Source: an optimization exercise on an open RTL-to-GDS flow (aim: small area). Production flows keep margins and buffers that such runs may drop. No run shown here included a check of the RTL's function; only the layout flow was run. Power figures rest on the tool's default switching activity, not on a simulated workload.

==> flow/design.v <==
module SelPair(input logic d0, s0, d1, s1, output logic y);
    assign y = ~((d0 | s0) & (d1 | s1));
endmodule
module Nor8(input logic [7:0] a, output logic y);
    assign y = ~|a;
endmodule
module Sel16(input logic [15:0] d, input logic [15:0] sn, output logic y);
    logic [7:0] p;
    for (genvar i = 0; i < 8; i++) begin : pair
        SelPair sp(d[2*i], sn[2*i], d[2*i+1], sn[2*i+1], p[i]);
    end
    Nor8 n(p, y);
endmodule
module Predecode4(input logic [1:0] a, output logic [3:0] y);
    assign y = {a[1] & a[0], a[1] & ~a[0], ~a[1] & a[0], ~a[1] & ~a[0]};
endmodule
module Nand2(input logic a, b, output logic y);
    assign y = ~(a & b);
endmodule
module Decode16(input logic [3:0] a, output logic [15:0] sn);
    logic [3:0] lo, hi;
    Predecode4 pl(a[1:0], lo);
    Predecode4 ph(a[3:2], hi);
    for (genvar w = 0; w < 16; w++) begin : word
        Nand2 n(hi[w / 4], lo[w % 4], sn[w]);
    end
endmodule
module Nor2(input logic a, b, output logic y);
    assign y = ~(a | b);
endmodule
module WriteDecode(
    input logic [3:0] wa,
    input logic weR, weM, clr,
    output logic [15:0] deR, deM);
    logic [3:0] hiN, loRN, loMN;
    always_comb
        for (int i = 0; i < 4; i++) begin
            hiN[i]  = ~clr & (wa[3:2] != i);
            loRN[i] = ~clr & ~(weR & (wa[1:0] == i));
            loMN[i] = ~clr & ~(weM & (wa[1:0] == i));
        end
    for (genvar w = 0; w < 16; w++) begin : word
        Nor2 nr(hiN[w / 4], loRN[w % 4], deR[w]);
        Nor2 nm(hiN[w / 4], loMN[w % 4], deM[w]);
    end
endmodule
module RegisterFile(
    input logic clk,
    input logic [15:0] de,
    input logic [7:0] d,
    output logic [127:0] q);
    logic [7:0] m [15:0];
    always_ff @(posedge clk)
        for (int w = 0; w < 16; w++)
            if (de[w])
                m[w] <= d;
    always_comb
        for (int w = 0; w < 16; w++)
            q[8*w +: 8] = m[w];
endmodule
module ReadPort(input logic [127:0] q, input logic [15:0] sn, output logic [7:0] y);
    for (genvar b = 0; b < 8; b++) begin : bit_
        logic [15:0] col;
        for (genvar w = 0; w < 16; w++) begin : word
            assign col[w] = q[8*w + b];
        end
        Sel16 sel(col, sn, y[b]);
    end
endmodule
module Debouncer #(parameter DEBOUNCE_CYCLES = 250)
(input logic clk, input logic rst, input logic button, output logic pulse);
logic [7:0] t;
always_ff @(posedge clk)
    if (rst || t == 8'b01101000) t <= 8'd0;
    else if (t == 8'd0) t <= {7'd0, button};
    else t <= {t[6:0], t[7]^t[5]^t[4]^t[3]};
assign pulse = (t == 8'd1);
endmodule
module SevenSegmentDisplay(
    input logic clk,
    input logic rst,
    input logic [3:0] addr,
    input logic [7:0] data,
    output logic [6:0] seg,
    output logic [3:0] an);
    logic [9:0] count;
    logic [7:0] pre;
    logic z7;
    assign z7 = (pre[6:0] == 7'd0);
    always_ff @(posedge clk)
        if (rst) begin
            pre <= 8'd0;
            count[9:8] <= 2'd0;
        end else begin
            pre <= {pre[6:0], pre[7] ^ pre[5] ^ pre[4] ^ pre[3] ^ z7};
            if (z7 & pre[7])
                count[9:8] <= count[9:8] + 2'd1;
        end
    assign count[7:0] = pre;
    logic [3:0] nib;
    always_comb begin
        case (count[9:8])
            2'b00: begin nib = data[3:0]; an = 4'b1110; end
            2'b01: begin nib = data[7:4]; an = 4'b1101; end
            2'b10: begin nib = 4'd0;      an = 4'b1011; end
            default: begin nib = addr;    an = 4'b0111; end
        endcase
        if (count[9:8] == 2'b10)
            seg = 7'b0111111;
        else
            case (nib)
                4'd0 : seg = 7'b1000000;
                4'd1 : seg = 7'b1111001;
                4'd2 : seg = 7'b0100100;
                4'd3 : seg = 7'b0110000;
                4'd4 : seg = 7'b0011001;
                4'd5 : seg = 7'b0010010;
                4'd6 : seg = 7'b0000010;
                4'd7 : seg = 7'b1111000;
                4'd8 : seg = 7'b0000000;
                4'd9 : seg = 7'b0010000;
                4'd10: seg = 7'b0001000;
                4'd11: seg = 7'b0000011;
                4'd12: seg = 7'b1000110;
                4'd13: seg = 7'b0100001;
                4'd14: seg = 7'b0000110;
                default: seg = 7'b0001110;
            endcase
    end
endmodule
module InstructionMemory(
    input logic [4:0] readAddress,
    input logic fromRom,
    input logic [15:0] swIns,
    output logic [15:0] fetched, readData2);
    function automatic logic [15:0] rom0(input logic [4:0] a);
        case (a)
            5'd0: rom0 = 16'h2000;
            5'd1: rom0 = 16'h2011;
            5'd2: rom0 = 16'h3200;
            5'd3: rom0 = 16'h3300;
            5'd4: rom0 = 16'h3401;
            5'd5: rom0 = 16'ha921;
            5'd6: rom0 = 16'h4330;
            5'd7: rom0 = 16'h4224;
            5'd8: rom0 = 16'ha500;
            5'd9: rom0 = 16'h0033;
            5'd10: rom0 = 16'h0022;
            5'd11: rom0 = 16'h0033;
            5'd12: rom0 = 16'h4501;
            5'd13: rom0 = 16'h4612;
            5'd14: rom0 = 16'h4723;
            5'd15: rom0 = 16'h4834;
            5'd16: rom0 = 16'h4801;
            5'd17: rom0 = 16'h4923;
            5'd18: rom0 = 16'h4a45;
            5'd19: rom0 = 16'h4b67;
            5'd20: rom0 = 16'h4c89;
            5'd21: rom0 = 16'h4dab;
            5'd22: rom0 = 16'ha000;
            5'd23: rom0 = 16'ha000;
            5'd24: rom0 = 16'ha000;
            5'd25: rom0 = 16'ha000;
            5'd26: rom0 = 16'ha68d;
            5'd27: rom0 = 16'ha29b;
            5'd28: rom0 = 16'h6000;
            5'd29: rom0 = 16'h8000;
            5'd30: rom0 = 16'ha000;
            5'd31: rom0 = 16'he000;
        endcase
    endfunction
    function automatic logic [15:0] rom1(input logic [4:0] a);
        case (a)
            5'd0: rom1 = 16'h2011;
            5'd1: rom1 = 16'h3200;
            5'd2: rom1 = 16'h3300;
            5'd3: rom1 = 16'h3401;
            5'd4: rom1 = 16'ha921;
            5'd5: rom1 = 16'h4330;
            5'd6: rom1 = 16'h4224;
            5'd7: rom1 = 16'ha500;
            5'd8: rom1 = 16'h0033;
            5'd9: rom1 = 16'h0022;
            5'd10: rom1 = 16'h0033;
            5'd11: rom1 = 16'h4501;
            5'd12: rom1 = 16'h4612;
            5'd13: rom1 = 16'h4723;
            5'd14: rom1 = 16'h4834;
            5'd15: rom1 = 16'h4801;
            5'd16: rom1 = 16'h4923;
            5'd17: rom1 = 16'h4a45;
            5'd18: rom1 = 16'h4b67;
            5'd19: rom1 = 16'h4c89;
            5'd20: rom1 = 16'h4dab;
            5'd21: rom1 = 16'ha000;
            5'd22: rom1 = 16'ha000;
            5'd23: rom1 = 16'ha000;
            5'd24: rom1 = 16'ha000;
            5'd25: rom1 = 16'ha68d;
            5'd26: rom1 = 16'ha29b;
            5'd27: rom1 = 16'h6000;
            5'd28: rom1 = 16'h8000;
            5'd29: rom1 = 16'ha000;
            5'd30: rom1 = 16'he000;
            5'd31: rom1 = 16'h2000;
        endcase
    endfunction
    assign fetched = fromRom ? rom0(readAddress) : swIns;
    assign readData2 = rom1(readAddress);
endmodule
module TopDesign
    (
    input logic clk,
    input logic rst,
    input logic [15:0] swIns,
    input logic [4:0] debouncer,
    output logic [15:0] insLed,
    output logic [6:0] seg,
    output logic dp,
    output logic [3:0] an
    );
    logic up, centre, left, right, down;
    Debouncer upButton    (clk, rst, debouncer[1], up);
    Debouncer centerButton(clk, rst, debouncer[0], centre);
    Debouncer rightButton (clk, rst, debouncer[3], right);
    Debouncer leftButton  (clk, rst, debouncer[2], left);
    Debouncer downButton  (clk, rst, debouncer[4], down);
    logic [4:0] pc;
    logic [3:0] memoryAddress;
    logic [15:0] ir;        
    logic irValid;          
    logic [2:0] op;
    logic clr, run, isStore, isLoad, isAdd, isBranch, stop;
    assign op = ir[15:13];
    assign clr = rst | up;
    assign run = irValid & ~clr;
    assign isStore  = run & (op == 3'b000);
    assign isLoad   = run & (op == 3'b001);
    assign isAdd    = run & (op == 3'b010);
    assign isBranch = run & (op == 3'b101);
    assign stop     = run & (op == 3'b111);
    logic [7:0] regA, regB, memP, memD;
    logic [3:0] wAddr;
    logic [7:0] wData;
    assign wAddr = (ir[12] | op[1]) ? ir[11:8] : ir[7:4];
    always_comb
        if (op[1])
            wData = regA + regB;
        else if (ir[12])
            wData = ir[7:0];
        else if (op[0])
            wData = memP;
        else
            wData = regA;
    logic [127:0] regQ, memQ;
    logic [15:0] selA, selB, selD;
    logic [15:0] deR, deM;
    logic [7:0] dIn;
    assign dIn = wData & {8{~clr}};
    WriteDecode writeDecode(wAddr, isLoad | isAdd, isStore, clr, deR, deM);
    RegisterFile registerFile(clk, deR, dIn, regQ);
    RegisterFile memory(clk, deM, dIn, memQ);
    Decode16 decodeA(ir[3:0], selA);
    Decode16 decodeB(ir[7:4], selB);
    Decode16 decodeD(memoryAddress, selD);
    ReadPort readA(regQ, selA, regA);
    ReadPort readB(regQ, selB, regB);
    ReadPort readP(memQ, selA, memP);
    ReadPort readD(memQ, selD, memD);
    logic load;
    logic [4:0] pcNext;
    logic [15:0] romWord;
    assign load = (down | centre) & ~left & ~right;
    assign pcNext = pc + 5'd1;
    InstructionMemory instructions(pc, down, swIns, romWord, insLed);
    always_ff @(posedge clk) begin
        if (rst) begin
            pc <= 5'd0;
            memoryAddress <= 4'd0;
            irValid <= 1'b0;
        end else if (up) begin
            pc <= 5'd0;
        end else if (!stop) begin
            irValid <= load;
            if (left)
                memoryAddress <= memoryAddress - 4'd1;
            else if (right)
                memoryAddress <= memoryAddress + 4'd1;
            else if (down)
                pc <= pcNext;
            else if (!centre && isBranch && (regA[0] == regB[0]))
                pc <= ir[12:8];
        end
        if (!clr && !stop && load)
            ir <= romWord;
    end
    SevenSegmentDisplay display(clk, rst, memoryAddress, memD, seg, an);
    assign dp = 1'b1;
endmodule
==> flow/flow/run.sh <==
#!/bin/bash
bash standard.sh \
  "BUFFER_PORTS_ARGS=-buffer_cell sky130_fd_sc_hd__buf_1" \
  "CTS_ARGS=-sink_clustering_enable -repair_clock_nets -dont_use_dummy_load -sink_clustering_size 20 -sink_clustering_max_diameter 50 -buf_list sky130_fd_sc_hd__clkbuf_8" \
  finish > standard.log 2>&1
==> flow/standard.sh <==
#!/bin/bash
# synth_recipe.tcl (not shown) runs the flow's synth.tcl, then flattens the netlist and writes it again
# the make line also repeats each setting of config.mk as NAME=value (left out here)
make -C /OpenROAD-flow-scripts/flow DESIGN_CONFIG=/design/flow/config.mk WORK_HOME=/design/flow/orfs CLKGATE_MAP_FILE= SYNTH_SCRIPT=/design/flow/synth_recipe.tcl "${@:-finish}"
==> flow/config.mk <==
export PLATFORM = sky130hd
export DESIGN_NAME = TopDesign
export DESIGN_NICKNAME = TopDesign
export VERILOG_FILES = /design/flow/design.v
export SDC_FILE = /design/flow/constraint.sdc
export NUM_CORES = 4
export LEC_CHECK = 0
export CAP_MARGIN = 20
export CORE_MARGIN = 2
export CORE_UTILIZATION = 40
export SLEW_MARGIN = 20
export SYNTH_HIERARCHICAL = 1
==> flow/constraint.sdc <==
create_clock -name core_clock -period 10.0 [get_ports {clk}]
set_input_delay 2.0000 -clock core_clock [delete_from_list [all_inputs] [get_ports {clk}]]
set_output_delay 2.0000 -clock core_clock [all_outputs]
set_load 0.01 [all_outputs]
==> metrics.yaml, run 1 <==
synth:
  syn_area_per_cell_um2: 11.66
  synthCells: 1347
  synth_ff_type: "edfxtp_1"
  synth_seq_area_share_pct: 59.63
  ys_seq_elements: 332
  synth.distinct_cells: 74
  synth_edf_count: 272
  synthArstFlopShare_pct: 0
  synth_area_um2: 15710
  syn_nets: 1401
  ys.warnings.count: 14
pwr:
  peakVddDrop_v: 0.0001041
  p_leak_nw: 5.946
  power_density_nw_per_um2: 202.3
grt:
  grt_overflow: 0
  use_met2_pct: 35.84
  grt_pass1_wl_mm: 70.12
  use_met3_pct: 3.112
  grtUsageMet1_pct: 31.83
  grt.busiest_layer: "met2"
  grt_max_degree: 46
  grt_pass1_vias: 11300
  antenna_found_initial: 0
  grt_use_total_pct: 22.56
clock_network:
  clock_sinks: 332
  cts.clk_slew.worst_paths_ns: 0.11
  clock_latency_ns: 0.60
  post-cts-setup-buffer-count: 0
  cts_buffers: 36
  htreeDepth: 2
  holdBufCountCts: 0
  cts_buffer_depth: 3
  cts_tree: "built"
  root_buffer: "clkbuf_8"
  cts_resized: 0
route:
  drt_iter0_markers: 1203
  ant_nets: 0
  routed_wl_mm: 46.83
  avgViaCountPerCell: 6.276
  num_vias: 12110
  drc: 0
  drtPass1Iterations: 5
  wl_per_cell_um: 24.26
sta:
  timing_hold_violations_final: 0
  period_minus_slack_ns: 6.407
  setup_violations: 0
  setup_ws_ns: 3.593
  setup_tns_ns: 0
  final_max_slew_viol_count: 0
  hold_slack_ns: 0.4165
  fin_crit_sh_pct: 64.07
  fmax_mhz: 156.1
  worstMarginPinSlew_ns: 0.9689
  rsz0062_at_grt: "no"
  finClkSkew_ns: 0.09243
  max_slew_margin_pct: 35.17
min_path:
  hold_path.class: "flip-flop to flip-flop"
status:
  status: "timing/DRC/antenna clean"
final_layout:
  fillers: 3622
  layout.cells.non_filler: 1930
  syn2layout_area_growth_pct: 7.971
  n_antenna_cell: 0
  drive_gt1_share_pct: 6.586
  layout.nets: 1468
floorplan:
  die_area_um2: 40880
  die_w_um: 202.2
  fp-row-count: 72
  core_um2: 38740
  die_h_um: 202.2
  ioPinCount: 51
  floorplan.initialDensity_pct: 40.56
critical_path:
  crit_path_start_kind: "flip-flop"
  cp-end-kind: "output pin"
  required_ns: 8.00
  crit_path_max_fanout: 10
  criticalPathCategory: "flip-flop to output pin"
  arrival_ns: 4.41
place:
  io_buffer_count: 49
  routabilityCongestion: 0.9315
  place_ws_ns: 4.203
  dp_cells: 1894
  dp_hpwl_mm: 32.40
run:
  drv_cap: 0
-- report_power, final --
| group | internal, mW | total [mW] | switching (mW) | leakage (nW) |
|---|---|---|---|---|
| clock | 0.321 | 0.758 | 0.437 | 0.259 |
| sequential | 1.79 | 1.92 | 0.128 | 3.18 |
| combinational | 0.249 | 0.757 | 0.508 | 2.50 |
-- synth_stat cells (11+ instances only) --
cell type	count	share of area (%)
edfxtp_1	272	52
o22ai_1	260	10
nor2_1	119	2.8
nand2_1	80	1.9
or4_1	64	3.1
dfxtp_1	60	7.6
a21oi_1	49	1.6
inv_1	48	1.1
nor2b_1	42	1.7
o21ai_0	37	1.2
ha_1	29	2.3
mux2i_1	23	1.5
xnor2_1	22	1.2
nor3_1	20	0.64
a311oi_1	15	0.84
a211oi_1	14	0.67
nand2b_1	13	0.52
a31oi_1	12	0.48
buf_2	11	0.35
-- modules after synthesis (local to each module, per instance), a selection --
module               flops+latches  cell area, µm²
TopDesign                       26            1873
InstructionMemory                0            1111
SevenSegmentDisplay             10           814.5
Debouncer                        8           294.0
WriteDecode                      0           96.34
Predecode4                       0           26.28
Nor8                             0           18.77
Nand2                            0           3.754
Nor2                             0           3.754
-- worst paths after layout --
check                         from                    end  slack (ns)  depth (start not counted)
setup / recovery  memoryAddress[3]                 seg[3]        3.59                         13
hold / removal       upButton.t[6]          upButton.t[7]        0.42                          2
setup reg to reg             ir[2]  registerFile.m[12][7]        4.97                         11
hold reg to reg      upButton.t[6]          upButton.t[7]        0.42                          2
-- per-layer routing --
metal | routed length, µm | part of all wire (%)
met4 | 1409 | 3.0
met1 | 20120 | 43
met3 | 3824 | 8.2
met2 | 21480 | 46
met5 | 0 | 0
-- logic make-up (layout without fill, tap and decap cells) --
logic type	after synthesis	after routing	synth area share [%]
compound gates	431	431	17.48
xor+xnor	24	24	1.425
fa+ha+maj	31	31	2.564
buf+inv	84	149	2.540
flops	332	332	59.63
mux	30	30	1.967
other cells	1	1	0.02387
simple gates	414	414	14.37
-- final cells by class --
class                      instances  area (µm²)  share of cell area, %
tap                              518       648.1                  3.820
sequential                       332        9369                  55.23
timing repair buffer              63       290.3                  1.711
clock buffer                      36       495.5                  2.921
inverter                          50       190.2                  1.121
multi-input combinational        931        5972                  35.20
-- state kept, by name, summed over array words and instances (netlist names), 2 cells and up --
register,cells
display.pre,8
ir,16
memory.m,128
centerButton.t,8
upButton.t,8
registerFile.m,128
display.count,2
leftButton.t,8
downButton.t,8
rightButton.t,8
pc,5
memoryAddress,4
-- metrics by stage --
stage                     power (mW)  area [µm²]  util [%]
final                          3.431       16970     43.80
after floorplan                2.395       15710         -
after CTS                      3.440       16970     43.80
after global placement         2.678       16470     42.52
after detailed placement       2.684       16470     42.52
after global routing           3.581       16970     43.80
-- worst max-delay path, cell delays in order (launching register included) --
cell	delay, ns
dfxtp_1	0.48
and2b_2	0.29
nand2_1	0.27
o22ai_1	0.14
or4_1	0.54
nor2_1	0.14
a22oi_1	0.10
o21ai_0	0.69
inv_1	0.20
ha_1	0.36
a21oi_1	0.23
a2111oi_4	0.08
a31oi_1	0.15
buf_1	0.17
-- cell usage in the layout, fill, tap and decap left out, drive strengths merged, types with 4 or more instances in the layout --
cell type / instances
inv: 50
ha: 29
mux2: 7
edfxtp: 272
and3: 9
a311oi: 15
nor4: 9
nand2: 80
o21a: 4
nand4: 4
o22ai: 260
and2b: 12
a31oi: 12
o211ai: 5
buf: 62
nand3b: 4
nor3: 20
and2: 8
a211oi: 15
o21ai: 41
nor2: 121
or4: 64
nand3: 7
nand4b: 7
nand2b: 13
dfxtp: 60
mux2i: 23
xnor2: 22
clkbuf: 37
nor2b: 43
a21oi: 49
==> inputs of run 2 (changes only) <==
==> flow/flow/run.sh (replaced) <==
#!/bin/bash
bash standard.sh \
  "BUFFER_PORTS_ARGS=-buffer_cell sky130_fd_sc_hd__buf_1" \
  "CTS_ARGS=-sink_clustering_enable -repair_clock_nets -dont_use_dummy_load -sink_clustering_size 28 -sink_clustering_max_diameter 60 -buf_list sky130_fd_sc_hd__clkbuf_16" \
  finish > standard.log 2>&1
--- a/flow/config.mk
+++ b/flow/config.mk
@@ -9,3 +9,3 @@
 export CORE_MARGIN = 2
-export CORE_UTILIZATION = 40
+export CORE_UTILIZATION = 60
 export SLEW_MARGIN = 20
==> run 2 against run 1 <==
Critical endpoint unchanged. Critical path depth stayed put. Cell count is 10% lower. Area after synthesis unchanged. Utilization is 21 points higher. Count of clock-buffer cells in the layout down 10. Still clean. Maximum frequency is 1.3% higher. Power up 3.6%. Largest cell class unchanged.
==> metrics.yaml, run 2 <==
sta:
  setup_violations: 0
  finClkSkew_ns: 0.04816
  max_slew_margin_pct: 36.71
  final_max_slew_viol_count: 0
  rsz0062_at_grt: "no"
  period_minus_slack_ns: 6.326
  fin_crit_sh_pct: 63.26
  setup_tns_ns: 0
  worstMarginPinSlew_ns: 0.9471
  timing_hold_violations_final: 0
  fmax_mhz: 158.1
synth:
  synth_top_family_by_area: "compound AO/OA/AOI/OAI gates"
  synthTopCellsByArea: "edfxtp_1 52%, o22ai_1 10%, dfxtp_1 7.6%, or4_1 3.1%, nor2_1 2.8%"
  synth_fa_ha_area_share_pct: 2.564
  synth.distinct_cells: 74
  synth_compound_area_share_pct: 17.48
  synth_ff_type: "edfxtp_1"
  ys_seq_elements: 332
  synthMuxAreaShare_pct: 1.967
  yosys.area_share.simple_pct: 14.37
  synth_edf_count: 272
  syn_nets: 1401
  syn_area_per_cell_um2: 11.66
  ys.warnings.count: 14
  synth_area_um2: 15710
  synth_common_cells: "272 x edfxtp_1, 260 x o22ai_1, 119 x nor2_1"
  yosysMostFrequentCell: "edfxtp_1"
  synth_seq_area_share_pct: 59.63
  synth_top_area_cell: "edfxtp_1"
  synthArstFlopShare_pct: 0
  synthXorXnorAreaFrac_pct: 1.425
  synthCells: 1347
  synth_top_area_share_pct: 51.98
critical_path:
  cpLargestDelayFamily: "compound AO/OA/AOI/OAI gates"
  path_depth: 13
  criticalPathCategory: "flip-flop to output pin"
  r2r-start: "ir[2]"
  path_buf_inv: 2
  crit_chain: "and2b_2, nand2_1, o22ai_1, or4_1, nor2_1, a22oi_1, o21ai_0, inv_1, ha_1, a21oi_1, a2111oi_4, a31oi_1, buf_1"
  crit_end: "seg[3]"
  cp_slowest_cell: "o21ai_0"
  arrival_ns: 4.33
  crit_path_start_kind: "flip-flop"
  reg2reg_depth: 11
  required_ns: 8.00
  critPathLaunch: "memoryAddress[3]"
  crit_path_max_fanout: 10
  timing.rr.end: "registerFile.m[15][7]"
  critPathMaxStageDelay_ns: 0.66
  r2r_slack_ns: 5.18
  cp-end-kind: "output pin"
route:
  drtPass1Iterations: 6
  routed_wl_mm: 42.94
  wl_per_cell_um: 24.75
  avgViaCountPerCell: 6.929
  ant_nets: 0
  drc: 0
  num_vias: 12020
  drt_iter0_markers: 1502
final_layout:
  syn2layout_area_growth_pct: 7.501
  drive_gt1_share_pct: 5.786
  fillers: 1993
  utilization_pct: 65.19
  biggestRegsByFlops: "memory.m x128, registerFile.m x128, ir x16"
  final_common_cell: "edfxtp_1"
  mostFrequentLayoutCells: "272 x edfxtp_1, 260 x o22ai_1, 116 x nor2_1"
  seq_area_um2: 9369
  layout.nets: 1456
  multiInputGateArea_um2: 5987
  n_antenna_cell: 0
floorplan:
  ioPinCount: 51
  fp-row-count: 59
  floorplan.initialDensity_pct: 60.64
  die_h_um: 165.8
  die_w_um: 165.8
  core_um2: 25910
  die_area_um2: 27500
grt:
  antenna_found_initial: 0
  grt_use_total_pct: 30.59
  grt_pass1_vias: 11220
  grt_pass1_wl_mm: 65.69
  grt_overflow: 0
  grt_max_degree: 60
place:
  io_buffer_count: 49
  dp_hpwl_mm: 29.81
  routabilityCongestion: 0.9333
run:
  drv_cap: 0
pwr:
  peakVddDrop_v: 0.0002100
  seq_power_share_pct: 53.9
  pwr-share-comb_pct: 21.0
  p_leak_nw: 6.001
  netSwitchingFraction_pct: 29.90
  clock_power_share_pct: 25.0
  power_density_nw_per_um2: 210.4
  internal_power_mw: 2.492
  p_sw_mw: 1.063
  finalPower_mw: 3.555
clock_network:
  htreeDepth: 1
  cts_resized: 0
  clock_latency_ns: 0.55
  clock_sinks: 332
  cts.clk_slew.worst_paths_ns: 0.08
  post-cts-setup-buffer-count: 0
  holdBufCountCts: 0
  cts_buffers: 26
  root_buffer: "clkbuf_16"
  cts_tree: "built"
  cts_buffer_depth: 3
min_path:
  hold_path.class: "flip-flop to flip-flop"
status:
  status: "timing/DRC/antenna clean"
run 2: changes by cell type in the layout (fill, tap and decap cells not counted):
cell       change
nor3_4         +1
nor2_2         -1
o21a_1         +1
nand3_2        +1
nor2_4         +1
nor3_2         -1
o21a_2         -1
nand3_1        -1
buf_4          -2
clkbuf_16     +26
clkbuf_8      -36
run 2: power groups by stage:
| stage | logic (mW) | clock network (mW) | registers [mW] |
|---|---|---|---|
| CTS | 0.739 | 0.901 | 1.91 |
| floorplan | 0.505 | 0 | 1.89 |
| global route | 0.812 | 0.955 | 1.93 |
| global placement | 0.721 | 0 | 1.94 |
| finish | 0.748 | 0.889 | 1.92 |
| detailed placement | 0.737 | 0 | 1.94 |
run 2: stage by stage:
step	instances	hold slack [ns]	instance area, µm²	worst slack [ns]
after CTS	1735	0.4361	16890	3.693
after detailed placement	1709	0.4559	16240	4.315
after global placement	1709	0.4467	16230	4.403
after global routing	1735	0.4583	16890	3.404
after floorplan	1347	0.4385	15710	4.905
final	1735	0.4406	16890	3.674
run 2: cell type report:
cell class | instances | share of cell area, %
Inverter | 50 | 1.126
Clock buffer | 26 | 3.852
Multi-Input combinational cell | 931 | 35.44
Sequential cell | 332 | 55.47
Timing Repair Buffer | 61 | 1.630
Tap cell | 335 | 2.481
run 2: worst min-delay path by stage:
stage | endpoint | depth (start not counted) | from | slack, ns
5_1_grt | downButton.t[3] | 1 | downButton.t[2] | 0.46
3_5_place_dp | display.pre[2] | 1 | display.pre[1] | 0.46
6_report | downButton.t[3] | 1 | downButton.t[2] | 0.44
3_3_place_gp | display.pre[7] | 1 | display.pre[6] | 0.45
2_1_floorplan | display.pre[2] | 1 | display.pre[1] | 0.44
4_1_cts | downButton.t[3] | 1 | downButton.t[2] | 0.44
run 2: cells by family (layout without fill, tap and decap cells):
group                    Yosys count  after routing
AND/OR/NAND/NOR                  414            414
XOR/XNOR                          24             24
buffers and inverters             84            137
flip-flops                       332            332
adder cells (fa/ha/maj)           31             31
other                              1              1
multiplexers                      30             30
AO/OA/AOI/OAI                    431            431
run 2: layer usage:
layer | part of all wire [%] | track usage (%) | wire length (µm) | up-vias
met5 | 0 | 0 | 0 | -
met4 | 4.2 | 12.02 | 1805 | 0
met3 | 9.4 | 4.909 | 4016 | 106
met2 | 44 | 45.97 | 18840 | 712
met1 | 43 | 45.10 | 18280 | 5734
li1 | - | - | - | 5470
run 2: per-module statistics from Yosys (local to each module, per instance), a selection:
module             cells inside  area (µm²)  flip-flops and latches  times used
Predecode4                    4       26.28                       0           6
TopDesign                   203        1873                      26           1
WriteDecode                  18       96.34                       0           1
Nor2                          1       3.754                       0          32
InstructionMemory           187        1111                       0           1
RegisterFile                128        3844                     128           2
SelPair                       1       6.256                       0         256
Nor8                          3       18.77                       0          32
Nand2                         1       3.754                       0          48
Debouncer                    27       294.0                       8           5
==> inputs of run 3 (changes only) <==
==> flow/flow/run.sh (replaced) <==
#!/bin/bash
bash standard.sh \
  "BUFFER_PORTS_ARGS=-buffer_cell sky130_fd_sc_hd__buf_1" \
  "CTS_ARGS=-sink_clustering_enable -repair_clock_nets -dont_use_dummy_load -sink_clustering_size 30 -sink_clustering_max_diameter 60 -buf_list {sky130_fd_sc_hd__clkbuf_8 sky130_fd_sc_hd__clkbuf_16}" \
  finish > standard.log 2>&1
--- a/flow/config.mk
+++ b/flow/config.mk
@@ -9,3 +9,3 @@
 export CORE_MARGIN = 2
-export CORE_UTILIZATION = 60
+export CORE_UTILIZATION = 40
 export SLEW_MARGIN = 20
==> run 3 against run 2 <==
Still clean. Global-route usage down 8.3 points. Via count about the same. Clock power down 2%. Count of clock-buffer cells in the layout down 1. Routed wire length up 8.2%. Utilization down 21 points. Synthesized cell count unchanged.
==> metrics.yaml, run 3 <==
clock_network:
  cts.clk_slew.worst_paths_ns: 0.07
  cts_buffer_depth: 3
  cts_tree: "built"
  clock_sinks: 332
  holdBufCountCts: 0
  root_buffer: "clkbuf_16"
  clock_latency_ns: 0.58
  htreeDepth: 1
  post-cts-setup-buffer-count: 0
  cts_resized: 0
  cts_buffers: 25
critical_path:
  crit_path_start_kind: "flip-flop"
  r2r-start: "ir[2]"
  crit_path_max_fanout: 10
  critPathLaunch: "memoryAddress[3]"
  required_ns: 8.00
  cp-end-kind: "output pin"
  crit_end: "seg[3]"
  arrival_ns: 4.38
  r2r_slack_ns: 5.00
  reg2reg_depth: 11
  timing.rr.end: "memory.m[3][7]"
  criticalPathCategory: "flip-flop to output pin"
sta:
  timing_hold_violations_final: 0
  rsz0062_at_grt: "no"
  setup_tns_ns: 0
  fin_crit_sh_pct: 63.78
  setup_violations: 0
  max_slew_margin_pct: 37.63
  fmax_mhz: 156.8
  worstMarginPinSlew_ns: 0.9258
  finClkSkew_ns: 0.07633
  period_minus_slack_ns: 6.378
  final_max_slew_viol_count: 0
  setup_ws_ns: 3.622
  hold_slack_ns: 0.4656
synth:
  synth_seq_area_share_pct: 59.63
  syn_nets: 1401
  synth_common_cells: "272 x edfxtp_1, 260 x o22ai_1, 119 x nor2_1"
  synth_area_um2: 15710
  synth.distinct_cells: 74
  synthCells: 1347
  ys.warnings.count: 14
  synth_edf_count: 272
  synth_top_area_cell: "edfxtp_1"
  synthTopCellsByArea: "edfxtp_1 52%, o22ai_1 10%, dfxtp_1 7.6%, or4_1 3.1%, nor2_1 2.8%"
  synthArstFlopShare_pct: 0
  yosysMostFrequentCell: "edfxtp_1"
  synth_top_area_share_pct: 51.98
  syn_area_per_cell_um2: 11.66
  ys_seq_elements: 332
  synth_ff_type: "edfxtp_1"
pwr:
  finalPower_mw: 3.547
  p_leak_nw: 5.995
  power_density_nw_per_um2: 207.5
  peakVddDrop_v: 0.0001012
final_layout:
  biggestRegsByFlops: "memory.m x128, registerFile.m x128, ir x16"
  final_common_cell: "edfxtp_1"
  mostFrequentLayoutCells: "272 x edfxtp_1, 260 x o22ai_1, 116 x nor2_1"
  layout.nets: 1457
  syn2layout_area_growth_pct: 8.799
  n_antenna_cell: 0
  utilization_pct: 44.13
  drive_gt1_share_pct: 5.853
route:
  drc: 0
  wl_per_cell_um: 24.21
  avgViaCountPerCell: 6.268
  drtPass1Iterations: 6
  drt_iter0_markers: 1294
  ant_nets: 0
  num_vias: 12030
  routed_wl_mm: 46.47
floorplan:
  ioPinCount: 51
  fp-row-count: 72
  die_w_um: 202.2
  floorplan.initialDensity_pct: 40.56
  die_h_um: 202.2
  die_area_um2: 40880
  core_um2: 38740
place:
  io_buffer_count: 49
  routabilityCongestion: 0.9315
  place_ws_ns: 4.203
  dp_hpwl_mm: 32.40
grt:
  grt_overflow: 0
  grt_pass1_vias: 11180
  grt_max_degree: 46
  grt_use_total_pct: 22.26
  grt_pass1_wl_mm: 69.63
  antenna_found_initial: 0
min_path:
  hold_path.class: "flip-flop to flip-flop"
run:
  drv_cap: 0
status:
  status: "timing/DRC/antenna clean"
## run 3: modules after synthesis (local to each module, per instance), excerpt
module / flops+latches / cells inside / times used / cell area (µm²)
Nor2: 0 / 1 / 32 / 3.754
InstructionMemory: 0 / 187 / 1 / 1111
Predecode4: 0 / 4 / 6 / 26.28
Nor8: 0 / 3 / 32 / 18.77
TopDesign: 26 / 203 / 1 / 1873
Debouncer: 8 / 27 / 5 / 294.0
WriteDecode: 0 / 18 / 1 / 96.34
SevenSegmentDisplay: 10 / 92 / 1 / 814.5
Nand2: 0 / 1 / 48 / 3.754
SelPair: 0 / 1 / 256 / 6.256
RegisterFile: 128 / 128 / 2 / 3844
## run 3: logic make-up after synthesis
logic type      after synthesis  synth area share [%]
simple gates                414                 14.37
flops                       332                 59.63
xor+xnor                     24                 1.425
compound gates              431                 17.48
other cells                   1               0.02387
buf+inv                      84                 2.540
mux                          30                 1.967
fa+ha+maj                    31                 2.564
## run 3: worst min-delay path by stage
stage	startpoint	end	slack, ns	cells after the start
3_3_place_gp	display.pre[2]	display.pre[3]	0.45	1
2_1_floorplan	display.pre[1]	display.pre[2]	0.44	1
4_1_cts	display.pre[1]	display.pre[2]	0.47	1
5_1_grt	display.pre[2]	display.pre[3]	0.48	1
6_report	display.pre[1]	display.pre[2]	0.47	1
3_5_place_dp	display.pre[2]	display.pre[3]	0.46	1
## run 3: area by class of cell
class                      instances  area [µm²]
multi-input combinational        931        5972
timing repair buffer              63       290.3
clock buffer                      25       625.6
sequential                       332        9369
inverter                          50       190.2
tap                              518       648.1
fill                            3610       21640
## run 3: metal layers
layer	GRT usage (%)	up-vias	routed length, µm
met5	0	-	0
met4	6.204	0	1241
met3	2.741	70	3751
met2	35.98	584	21670
met1	31.70	5909	19810
li1	-	5465	-
## run 3: worst max-delay path, stage by stage, from the launching register on
cell and delay [ns]:
dfxtp_1 0.49, and2b_2 0.29, nand2_1 0.27, o22ai_1 0.14, or4_1 0.53, nor2_1 0.14, a22oi_1 0.09, o21ai_0 0.70
inv_1 0.20, ha_1 0.36, a21oi_1 0.23, a2111oi_4 0.08, a31oi_1 0.15, buf_1 0.17
## run 3: metrics by stage
step	std cells	instance area [µm²]
after floorplan	1347	15710
after global placement	1894	16470
after detailed placement	1894	16470
after CTS	1919	17100
after global routing	1919	17100
final	1919	17100
## run 3: where the power goes
part | switching [mW] | leakage, nW | internal [mW]
Sequential | 0.128 | 3.18 | 1.79
Clock | 0.435 | 0.308 | 0.439
Combinational | 0.507 | 2.50 | 0.249
Total | 1.07 | 5.99 | 2.48

## what the ideal ports hide
Ports are ideal in the flow. The routed layouts listed here were re-timed in OpenROAD. Step 1 sets driving cells, clkbuf_16 on the clock port and buf_2 on the other inputs (assumed; they add their load-dependent delay and slew). Step 2, shift: input delay + t, output delay - t, t = (earliest + latest rising clock arrival at the registers) / 2. This alone moves slack from input paths to output paths. Three values: ideal ports, drivers, drivers and shift; two values: the first two.
run | t, ns | setup slack, ns | worst setup path at the end
run 1 | 0.609 | 3.593 / 3.541 / 4.150 | register to output
run 2 | 0.582 | 3.674 / 3.622 / 4.203 | register to output
run 3 | 0.593 | 3.622 / 3.567 / 4.160 | register to output
After both steps setup and hold are still met in every run listed.
